This is an optimization exercise on Yosys and OpenROAD, whose aim is small area, a short achievable clock period and few clock cycles per item, not a production implementation.
The RTL of this run was laid out without a check of its function.
Power is estimated from default activity; no workload was simulated.

`flow/run.sh`:
```
#!/bin/bash
# synth_recipe.tcl (not shown) runs the flow's synth.tcl, then flattens the netlist and writes it again
# the make line also repeats each setting of config.mk as NAME=value (left out here)
make -C /OpenROAD-flow-scripts/flow DESIGN_CONFIG=/design/flow/config.mk WORK_HOME=/design/flow/orfs CLKGATE_MAP_FILE= SYNTH_SCRIPT=/design/flow/synth_recipe.tcl finish
```
`flow/config.mk`:
```
export PLATFORM = sky130hd
export DESIGN_NAME = rsa
export DESIGN_NICKNAME = rsa
export VERILOG_FILES = /design/flow/design.v
export SDC_FILE = /design/flow/constraint.sdc
export NUM_CORES = 4
export LEC_CHECK = 0
export CAP_MARGIN = 20
export CORE_MARGIN = 2
export CORE_UTILIZATION = 40
export PLACE_DENSITY = 0.6
export SLEW_MARGIN = 20
```
`flow/constraint.sdc`:
```
create_clock -name core_clock -period 15.0 [get_ports {clk}]
set_input_delay 3.0000 -clock core_clock [delete_from_list [all_inputs] [get_ports {clk}]]
set_output_delay 3.0000 -clock core_clock [all_outputs]
set_load 0.01 [all_outputs]
```
`flow/design.v`:
```
module rsa #(
    parameter WIDTH = 32,
    parameter E_BITS = 32
)(
    input  wire                   clk,
    input  wire                   rst,
    input  wire                   start,
    input  wire [WIDTH-1:0]       M,
    input  wire [E_BITS-1:0]      E,
    input  wire [WIDTH-1:0]       N,
    input  wire [WIDTH-1:0]       N_INV,
    input  wire [WIDTH-1:0]       R2_MOD_N,
    output wire [WIDTH-1:0]       C,
    output reg                    done
);
    localparam K  = 4;           
    localparam W  = 38;          
    localparam AW = 34;          
    localparam PH_IDLE = 3'd0, PH_C1 = 3'd1, PH_C2 = 3'd2, PH_PRE = 3'd3,
               PH_SQ = 3'd4, PH_MUL = 3'd5, PH_FIN = 3'd6;
    reg  [2:0]    ph;
    reg           it;          
    reg  [3:0]    j;           
    reg  [32:0]   res;         
    reg  [32:0]   mr;          
    reg  [AW-1:0] s, c;        
    reg           cin;         
    reg  [K-1:0]  a;           
    reg  [3:0]    q;           
    reg  [4:0]    idx;         
    reg           ebit;        
    reg           ez;          
    reg           isn;         
    reg  [3:0]    npr;         
    reg  [31:0]   nr;          
    assign C = res[31:0];
    reg  [3:0] np;
    always @(*) begin
        case (N[3:1])
            3'd0: np = 4'd15;
            3'd1: np = 4'd5;
            3'd2: np = 4'd3;
            3'd3: np = 4'd9;
            3'd4: np = 4'd7;
            3'd5: np = 4'd13;
            3'd6: np = 4'd11;
            default: np = 4'd1;
        endcase
    end
    reg [4:0] lead;
    integer i;
    always @(*) begin
        lead = 5'd0;
        for (i = 0; i < 32; i = i + 1)
            if (E[i]) lead = i[4:0];
    end
    wire [W-1:0] s0 = {4'b0, s};
    wire [W-1:0] c0 = {4'b0, c};
    wire [W-1:0] b0 = a[0] ? {5'b0, res}        : {W{1'b0}};
    wire [W-1:0] b1 = a[1] ? {4'b0, res, cin}   : {{(W-1){1'b0}}, cin};
    wire [W-1:0] b2 = a[2] ? {3'b0, res, 2'b0}  : {W{1'b0}};
    wire [W-1:0] b3 = a[3] ? {2'b0, res, 3'b0}  : {W{1'b0}};
    wire [W-1:0] n0 = q[0] ? {6'b0, nr}         : {W{1'b0}};
    wire [W-1:0] n1 = q[1] ? {5'b0, nr, 1'b0}   : {W{1'b0}};
    wire [W-1:0] n2 = q[2] ? {4'b0, nr, 2'b0}   : {W{1'b0}};
    wire [W-1:0] n3 = q[3] ? {3'b0, nr, 3'b0}   : {W{1'b0}};
    wire [W-1:0] e1a_s = s0 ^ c0 ^ b0;
    wire [W-1:0] e1a_c = ((s0 & c0) | (s0 & b0) | (c0 & b0)) << 1;
    wire [W-1:0] e1b_s = b1 ^ b2 ^ b3;
    wire [W-1:0] e1b_c = ((b1 & b2) | (b1 & b3) | (b2 & b3)) << 1;
    wire [W-1:0] e2_s  = e1a_s ^ e1a_c ^ e1b_s;
    wire [W-1:0] e2_c  = ((e1a_s & e1a_c) | (e1a_s & e1b_s) | (e1a_c & e1b_s)) << 1;
    wire [W-1:0] e3_s  = e2_s ^ e2_c ^ e1b_c;
    wire [W-1:0] e3_c  = ((e2_s & e2_c) | (e2_s & e1b_c) | (e2_c & e1b_c)) << 1;
    wire [W-1:0] q1_s  = n0 ^ n1 ^ n2;
    wire [W-1:0] q1_c  = ((n0 & n1) | (n0 & n2) | (n1 & n2)) << 1;
    wire [W-1:0] q2_s  = q1_s ^ q1_c ^ n3;
    wire [W-1:0] q2_c  = ((q1_s & q1_c) | (q1_s & n3) | (q1_c & n3)) << 1;
    wire [W-1:0] m1_s  = e3_s ^ e3_c ^ q2_s;
    wire [W-1:0] m1_c  = ((e3_s & e3_c) | (e3_s & q2_s) | (e3_c & q2_s)) << 1;
    wire [W-1:0] r1    = m1_s ^ m1_c ^ q2_c;
    wire [W-1:0] r2    = ((m1_s & m1_c) | (m1_s & q2_c) | (m1_c & q2_c)) << 1;
    wire cin_n = |r2[3:1];
    wire [AW-1:0] sum = s + c + {{(AW-1){1'b0}}, cin};
    wire [3:0] jn = j + 4'd1;
    wire [35:0] res_w = {3'b0, res};
    wire [35:0] mr_w  = {3'b0, mr};
    reg  [3:0] res_d, mr_d;
    always @(*) begin
        case (jn)
            4'd1: begin res_d = res_w[7:4];   mr_d = mr_w[7:4];   end
            4'd2: begin res_d = res_w[11:8];  mr_d = mr_w[11:8];  end
            4'd3: begin res_d = res_w[15:12]; mr_d = mr_w[15:12]; end
            4'd4: begin res_d = res_w[19:16]; mr_d = mr_w[19:16]; end
            4'd5: begin res_d = res_w[23:20]; mr_d = mr_w[23:20]; end
            4'd6: begin res_d = res_w[27:24]; mr_d = mr_w[27:24]; end
            4'd7: begin res_d = res_w[31:28]; mr_d = mr_w[31:28]; end
            4'd8: begin res_d = res_w[35:32]; mr_d = mr_w[35:32]; end
            default: begin res_d = 4'd0; mr_d = 4'd0; end
        endcase
    end
    wire last = (ph == PH_C1) ? (j == 4'd13) : (j == 4'd8);
    wire idx0 = (idx == 5'd0);
    reg [2:0] ph_nx;
    always @(*) begin
        case (ph)
            PH_PRE:  ph_nx = PH_C1;
            PH_C1:   ph_nx = PH_C2;
            PH_C2:   ph_nx = (ez | idx0) ? PH_FIN : PH_SQ;
            PH_SQ:   ph_nx = ebit ? PH_MUL : (idx0 ? PH_FIN : PH_SQ);
            PH_MUL:  ph_nx = idx0 ? PH_FIN : PH_SQ;
            default: ph_nx = PH_IDLE;
        endcase
    end
    wire idx_dec = (ph == PH_C2 || ph == PH_MUL || (ph == PH_SQ && !ebit)) && !idx0;
    always @(posedge clk) begin
        if (rst) begin
            ph   <= PH_IDLE;
            it   <= 1'b0;
            done <= 1'b0;
        end else begin
            done <= 1'b0;
            if (ph == PH_IDLE) begin
                if (start) ph <= PH_PRE;
            end else if (it) begin
                if (last) it <= 1'b0;
            end else begin
                ph   <= ph_nx;
                it   <= (ph != PH_FIN);
                done <= (ph == PH_FIN);
            end
        end
    end
    reg [3:0]  a_nx;
    reg [32:0] res_nx;         
    always @(*) begin
        a_nx   = a;
        res_nx = res;
        if (it) begin
            case (ph)
                PH_C1, PH_SQ: a_nx = res_d;
                PH_C2:        a_nx = ez ? 4'd0 : mr_d;
                PH_MUL:       a_nx = mr_d;
                default:      a_nx = 4'd0;
            endcase
        end else begin
            case (ph)
                PH_PRE: begin
                    a_nx   = res[3:0];
                end
                PH_C1: begin
                    res_nx = ez ? sum[32:0] : mr;
                    a_nx   = ez ? 4'd1 : sum[3:0];
                end
                PH_C2: begin
                    res_nx = sum[32:0];
                    a_nx   = (ph_nx == PH_FIN) ? 4'd1 : sum[3:0];
                end
                PH_SQ: begin
                    res_nx = sum[32:0];
                    a_nx   = ebit ? mr[3:0] : ((ph_nx == PH_FIN) ? 4'd1 : sum[3:0]);
                end
                PH_MUL: begin
                    res_nx = sum[32:0];
                    a_nx   = (ph_nx == PH_FIN) ? 4'd1 : sum[3:0];
                end
                default: begin    
                    res_nx = isn ? 33'd0 : sum[32:0];
                end
            endcase
        end
    end
    function [3:0] qmul(input [3:0] y, input [2:0] n);
        begin
            case ({n, y})
                7'd0: qmul = 4'd0;
                7'd1: qmul = 4'd1;
                7'd2: qmul = 4'd2;
                7'd3: qmul = 4'd3;
                7'd4: qmul = 4'd4;
                7'd5: qmul = 4'd5;
                7'd6: qmul = 4'd6;
                7'd7: qmul = 4'd7;
                7'd8: qmul = 4'd8;
                7'd9: qmul = 4'd9;
                7'd10: qmul = 4'd10;
                7'd11: qmul = 4'd11;
                7'd12: qmul = 4'd12;
                7'd13: qmul = 4'd13;
                7'd14: qmul = 4'd14;
                7'd15: qmul = 4'd15;
                7'd16: qmul = 4'd0;
                7'd17: qmul = 4'd3;
                7'd18: qmul = 4'd6;
                7'd19: qmul = 4'd9;
                7'd20: qmul = 4'd12;
                7'd21: qmul = 4'd15;
                7'd22: qmul = 4'd2;
                7'd23: qmul = 4'd5;
                7'd24: qmul = 4'd8;
                7'd25: qmul = 4'd11;
                7'd26: qmul = 4'd14;
                7'd27: qmul = 4'd1;
                7'd28: qmul = 4'd4;
                7'd29: qmul = 4'd7;
                7'd30: qmul = 4'd10;
                7'd31: qmul = 4'd13;
                7'd32: qmul = 4'd0;
                7'd33: qmul = 4'd5;
                7'd34: qmul = 4'd10;
                7'd35: qmul = 4'd15;
                7'd36: qmul = 4'd4;
                7'd37: qmul = 4'd9;
                7'd38: qmul = 4'd14;
                7'd39: qmul = 4'd3;
                7'd40: qmul = 4'd8;
                7'd41: qmul = 4'd13;
                7'd42: qmul = 4'd2;
                7'd43: qmul = 4'd7;
                7'd44: qmul = 4'd12;
                7'd45: qmul = 4'd1;
                7'd46: qmul = 4'd6;
                7'd47: qmul = 4'd11;
                7'd48: qmul = 4'd0;
                7'd49: qmul = 4'd7;
                7'd50: qmul = 4'd14;
                7'd51: qmul = 4'd5;
                7'd52: qmul = 4'd12;
                7'd53: qmul = 4'd3;
                7'd54: qmul = 4'd10;
                7'd55: qmul = 4'd1;
                7'd56: qmul = 4'd8;
                7'd57: qmul = 4'd15;
                7'd58: qmul = 4'd6;
                7'd59: qmul = 4'd13;
                7'd60: qmul = 4'd4;
                7'd61: qmul = 4'd11;
                7'd62: qmul = 4'd2;
                7'd63: qmul = 4'd9;
                7'd64: qmul = 4'd0;
                7'd65: qmul = 4'd9;
                7'd66: qmul = 4'd2;
                7'd67: qmul = 4'd11;
                7'd68: qmul = 4'd4;
                7'd69: qmul = 4'd13;
                7'd70: qmul = 4'd6;
                7'd71: qmul = 4'd15;
                7'd72: qmul = 4'd8;
                7'd73: qmul = 4'd1;
                7'd74: qmul = 4'd10;
                7'd75: qmul = 4'd3;
                7'd76: qmul = 4'd12;
                7'd77: qmul = 4'd5;
                7'd78: qmul = 4'd14;
                7'd79: qmul = 4'd7;
                7'd80: qmul = 4'd0;
                7'd81: qmul = 4'd11;
                7'd82: qmul = 4'd6;
                7'd83: qmul = 4'd1;
                7'd84: qmul = 4'd12;
                7'd85: qmul = 4'd7;
                7'd86: qmul = 4'd2;
                7'd87: qmul = 4'd13;
                7'd88: qmul = 4'd8;
                7'd89: qmul = 4'd3;
                7'd90: qmul = 4'd14;
                7'd91: qmul = 4'd9;
                7'd92: qmul = 4'd4;
                7'd93: qmul = 4'd15;
                7'd94: qmul = 4'd10;
                7'd95: qmul = 4'd5;
                7'd96: qmul = 4'd0;
                7'd97: qmul = 4'd13;
                7'd98: qmul = 4'd10;
                7'd99: qmul = 4'd7;
                7'd100: qmul = 4'd4;
                7'd101: qmul = 4'd1;
                7'd102: qmul = 4'd14;
                7'd103: qmul = 4'd11;
                7'd104: qmul = 4'd8;
                7'd105: qmul = 4'd5;
                7'd106: qmul = 4'd2;
                7'd107: qmul = 4'd15;
                7'd108: qmul = 4'd12;
                7'd109: qmul = 4'd9;
                7'd110: qmul = 4'd6;
                7'd111: qmul = 4'd3;
                7'd112: qmul = 4'd0;
                7'd113: qmul = 4'd15;
                7'd114: qmul = 4'd14;
                7'd115: qmul = 4'd13;
                7'd116: qmul = 4'd12;
                7'd117: qmul = 4'd11;
                7'd118: qmul = 4'd10;
                7'd119: qmul = 4'd9;
                7'd120: qmul = 4'd8;
                7'd121: qmul = 4'd7;
                7'd122: qmul = 4'd6;
                7'd123: qmul = 4'd5;
                7'd124: qmul = 4'd4;
                7'd125: qmul = 4'd3;
                7'd126: qmul = 4'd2;
                7'd127: qmul = 4'd1;
                default: qmul = 4'd0;
            endcase
        end
    endfunction
    wire [3:0] t_nx = a_nx * res_nx[3:0];
    wire [3:0] x_p = r1[7:4] ^ r2[7:4];
    wire [3:0] x_g = r1[7:4] & r2[7:4];
    wire [3:0] x_c;
    assign x_c[0] = cin_n;
    assign x_c[1] = x_g[0] | (x_p[0] & cin_n);
    assign x_c[2] = x_g[1] | (x_p[1] & x_g[0]) | (x_p[1] & x_p[0] & cin_n);
    assign x_c[3] = x_g[2] | (x_p[2] & x_g[1]) | (x_p[2] & x_p[1] & x_g[0])
                  | (x_p[2] & x_p[1] & x_p[0] & cin_n);
    wire [3:0] x_s = x_p ^ x_c;
    wire [3:0] y_p = x_s ^ t_nx;
    wire [3:0] y_g = x_s & t_nx;
    wire [3:0] y_c;
    assign y_c[0] = 1'b0;
    assign y_c[1] = y_g[0];
    assign y_c[2] = y_g[1] | (y_p[1] & y_g[0]);
    assign y_c[3] = y_g[2] | (y_p[2] & y_g[1]) | (y_p[2] & y_p[1] & y_g[0]);
    wire [3:0] u_nx = y_p ^ y_c;
    always @(posedge clk) begin
        npr  <= np;
        nr   <= N;
        ebit <= E[idx];
        isn  <= (res == {1'b0, nr});
        a    <= a_nx;
        res  <= (ph == PH_IDLE) ? {1'b0, R2_MOD_N} : res_nx;
        if (ph == PH_IDLE || !it) begin
            s   <= {AW{1'b0}};
            c   <= {AW{1'b0}};
            cin <= 1'b0;
            q   <= qmul(t_nx, npr[3:1]);
            j   <= 4'd0;
        end else begin
            s   <= r1[W-1:K];
            c   <= r2[W-1:K];
            cin <= cin_n;
            q   <= qmul(u_nx, npr[3:1]);
            j   <= jn;
        end
        if (ph == PH_IDLE) begin
            mr  <= {1'b0, M};
            idx <= lead;
            ez  <= ~|E;
        end else if (!it) begin
            if (idx_dec) idx <= idx - 5'd1;
            if (ph == PH_C1 || ph == PH_C2) mr <= sum[32:0];
        end
    end
endmodule
```
==> flow_summary.yaml <==
run_status:
  status: "timing/DRC/antenna clean"
drt:
  wire_per_inst_um: 21.01
  drt_pass1_iterations: 7
  via_count: 15294
  drtIter0Drc: 1222
  route.final.wire_length_um: 59590
  drc: 0
  ant_nets: 0
  viasPerCell: 5.391
critical_path:
  crit-reg2reg-launch: "ph[2]$_SDFFE_PP0P_"
  critPathCaptureType: "register"
  crit_end: "q[3]$_DFF_P_"
  startpoint: "ph[2]$_SDFFE_PP0P_"
  critPathRequiredTime_ns: 15.37
  r2r_slack_ns: 8.17
  r2r_cells: 20
  crit_path_start_kind: "register"
  rr_endpoint: "q[3]$_DFF_P_"
  worstPathArrival_ns: 7.20
  cp_max_fo: 77
  setup.worst_path.class: "register to register"
placed_design:
  place_hpwl_um: 45430
  placement.cell_area_um2: 21620
  place.gp.congestion: 0.9006
  portBuffers: 163
global_route:
  antenna_found_initial: 1
  grt_pass1_wl_um: 92870
  met3_usage: 0.03786
  grt_usage: 0.2430
  use_met1: 0.3197
  grt_busiest_layer: "met2"
  grt_pass1_vias: 15769
  grt-ovfl-total: 0
  grt.met2_usage: 0.4023
  grt_max_degree: 82
floorplan:
  io_pins: 196
  die-area_um2: 51010
  start_util: 0.4039
  core-area_um2: 48750
  die-width_um: 225.9
  die_h_um: 225.9
  num_rows: 81
clocking:
  clock_latency_ns: 0.50
  hold_buffers: 0
  htreeDepth: 4
  cts_tree: "done"
  clockBufferDepth: 2
  cts_inserted_buffers: 17
  cts_root_buf: "clkbuf_16"
  post_cts_buffers: 0
  cts-resized-gates: 0
  numClockSinks: 194
  clk_pin_slew_worst_paths_ns: 0.08
power_and_ir_drop:
  powerDensity_nw_per_um2: 241.9
  p_leak_nw: 9.265
  ir_worst_vdd_mv: 0.5704
cells_and_area:
  fin_util: 0.4571
  area_growth_syn_to_layout_pct: 13.18
  drive_gt1_frac: 0.04556
  layout.nets: 2658
  design_area_um2: 22280
  n_antenna_cell: 0
timing:
  setup_viol: 0
  fmax_mhz: 146.5
  layout_min_cycle_time_ns: 6.827
  setup_tns_ns: 0
  rsz0062_at_grt: "no"
  finalMaxSlewViolations: 0
  maxSlewHeadroom: 0.2901
  fin_crit_sh: 0.4551
  clock_skew_ns: 0.01341
  tightest_slew_ns: 1.065
  finalHoldViolCount: 0
  timing.hold.ws_ns: 0.5932
yosys:
  synth_area_um2: 19690
  synth_warnings: 1
  async_reset_ff_frac: 0
  synth-edff-count: 66
  synth_cells: 2092
  synth_seq_cells: 194
  postSynthAreaPerCell_um2: 9.412
  synth_fp_nets: 2590
  synth_cell_types: 89
  synth-main-ff-cell: "dfxtp_1"
  ys_seq_area_frac: 0.2308
job:
  maxCapViolations: 0
hold_path:
  hp-class: "register to register"
==> cells in the mapped netlist (8+ instances only) <==
master | instances | share of area
and2_1 | 224 | 0.071
o31ai_1 | 8 | 0.0031
o22ai_1 | 8 | 0.0025
buf_2 | 10 | 0.0025
nand4_1 | 12 | 0.0038
fa_1 | 259 | 0.26
nand2b_1 | 15 | 0.0048
dfxtp_1 | 128 | 0.13
o211ai_1 | 8 | 0.0031
nor4_1 | 12 | 0.0038
a21oi_1 | 79 | 0.020
inv_1 | 278 | 0.053
o21ai_0 | 79 | 0.020
nand2_1 | 200 | 0.038
mux4_2 | 12 | 0.014
a22oi_1 | 35 | 0.013
mux2_2 | 11 | 0.0063
a22o_1 | 9 | 0.0040
a21o_1 | 25 | 0.0095
a31oi_1 | 12 | 0.0038
mux2i_1 | 21 | 0.011
o21bai_1 | 10 | 0.0038
nand3_1 | 28 | 0.0071
nor2b_1 | 9 | 0.0029
ha_1 | 76 | 0.048
edfxtp_1 | 66 | 0.10
xnor2_1 | 43 | 0.019
xor2_1 | 34 | 0.015
nor2_1 | 75 | 0.014
buf_4 | 34 | 0.013
nor3_1 | 21 | 0.0053
clkbuf_1 | 71 | 0.014
and3_1 | 73 | 0.023
==> stage by stage <==
step                cells  setup WS [ns]  power, mW
floorplan            2092          9.148      3.727
global placement     2805          8.346      4.780
detailed placement   2805          8.287      4.837
CTS                  2837          8.253      5.422
global route         2837          7.569      5.926
finish               2837          8.173      5.390
==> cells in the final DEF, fill, tap and decap left out, types with 9 or more instances in the layout <==
cell               n
nor3_1            21
nor2_1            73
edfxtp_1          66
mux2i_1           21
o21ai_0           79
clkdlybuf4s50_1  163
a21oi_1           79
a22o_1             9
inv_1            277
xnor2_1           43
xor2_1            34
and2_1           224
a22oi_1           35
nand3_1           28
mux2_2            11
nand2_1          200
mux4_2            12
ha_1              75
and3_1            73
a21o_1            25
a31oi_1           12
nand4_1           12
dfxtp_1          121
clkbuf_16         18
o21bai_1          10
fa_1             259
nor4_1            12
nand2b_1          15
nor2b_1            9
==> critical path: stages, from the launching register on <==
cell and delay [ns]:
dfxtp_1 0.96, or3_4 0.59, buf_4 0.71, inv_2 0.04
buf_4 0.36, a21oi_1 0.34, o221ai_1 0.17, o21ai_0 0.25
nand2_1 0.11, and2_1 0.18, ha_1 0.29, ha_1 0.27
ha_1 0.42, ha_1 0.40, xnor2_1 0.61, nor2_1 0.16
a21oi_1 0.16, mux2i_1 0.10, xor2_1 0.16, a211oi_1 0.29
a211oi_2 0.07
==> power breakdown <==
| part | leakage [nW] | internal (mW) | switching (mW) |
|---|---|---|---|
| clock | 0.319 | 0.283 | 0.244 |
| combinational | 7.19 | 1.54 | 2.17 |
| sequential | 1.76 | 0.768 | 0.378 |
==> worst min path at each step <==
stage	startpoint	end	slack, ns	cells past startpoint
6_report	j[0]$_SDFF_PP0_	j[0]$_SDFF_PP0_	0.59	1
5_1_grt	j[0]$_SDFF_PP0_	j[0]$_SDFF_PP0_	0.63	1
4_1_cts	j[0]$_SDFF_PP0_	j[0]$_SDFF_PP0_	0.60	1
3_5_place_dp	j[0]$_SDFF_PP0_	j[0]$_SDFF_PP0_	0.58	1
3_3_place_gp	j[0]$_SDFF_PP0_	j[0]$_SDFF_PP0_	0.55	1
2_1_floorplan	j[0]$_SDFF_PP0_	j[0]$_SDFF_PP0_	0.52	1
==> layout make-up <==
class | count | area (um^2)
fill | 4690 | 26460
multi-input combinational | 1497 | 13500
sequential | 194 | 4553
timing repair buffer | 171 | 1692
inverter | 279 | 1047
tap | 664 | 830.8
clock buffer | 19 | 464.2
clock inverter | 13 | 192.7
==> sequential cells by signal, summed over array words and instances (netlist names), 3 cells and up <==
| signal | cells |
|---|---|
| a | 4 |
| s | 33 |
| res | 33 |
| nr | 32 |
| idx | 5 |
| j | 4 |
| q | 4 |
| npr | 3 |
| mr | 33 |
| c | 34 |
| ph | 3 |
==> per-layer routing <==
layer / share of wire / vias to the layer above
li1: - / 6975
met1: 0.43 / 7734
met2: 0.49 / 496
met3: 0.056 / 89
met4: 0.031 / 0
met5: 0 / -
==> logic make-up (layout without fill, tap and decap cells) <==
family / count (synthesis) / after routing / share of synthesized area
xor+xnor: 83 / 83 / 0.04131
fa+ha+maj: 336 / 336 / 0.3122
mux: 44 / 44 / 0.03069
compound gates: 339 / 339 / 0.1133
simple gates: 695 / 695 / 0.1878
buf+inv: 401 / 482 / 0.08395
flops: 194 / 194 / 0.2308

static timing again, ports no longer ideal:
No port has a modelled driver above. Below, the same layout with a new extraction and two added sets of constraints.
Step 1: set_driving_cell puts a clkbuf_16 on clk and a buf_2 on each other input, an assumption about the parent block.
Step 2 also shifts input and output timing later by t, the mid clock arrival at the registers, as if the neighbouring blocks saw the same clock.
Slacks: ideal ports / drivers / drivers and shift; pairs: ideal ports / drivers.
t, ns: 0.548
setup slack, ns: 8.173 / 8.173 / 8.173
worst hold slack (ns): 0.593 / 0.593 / 0.593
clock arrival spread, ns: 0.014 / 0.014
After both steps this run still meets setup and hold. The setup slack of this run moves by 0.000 ns with the drivers and by 0.000 ns with both steps.
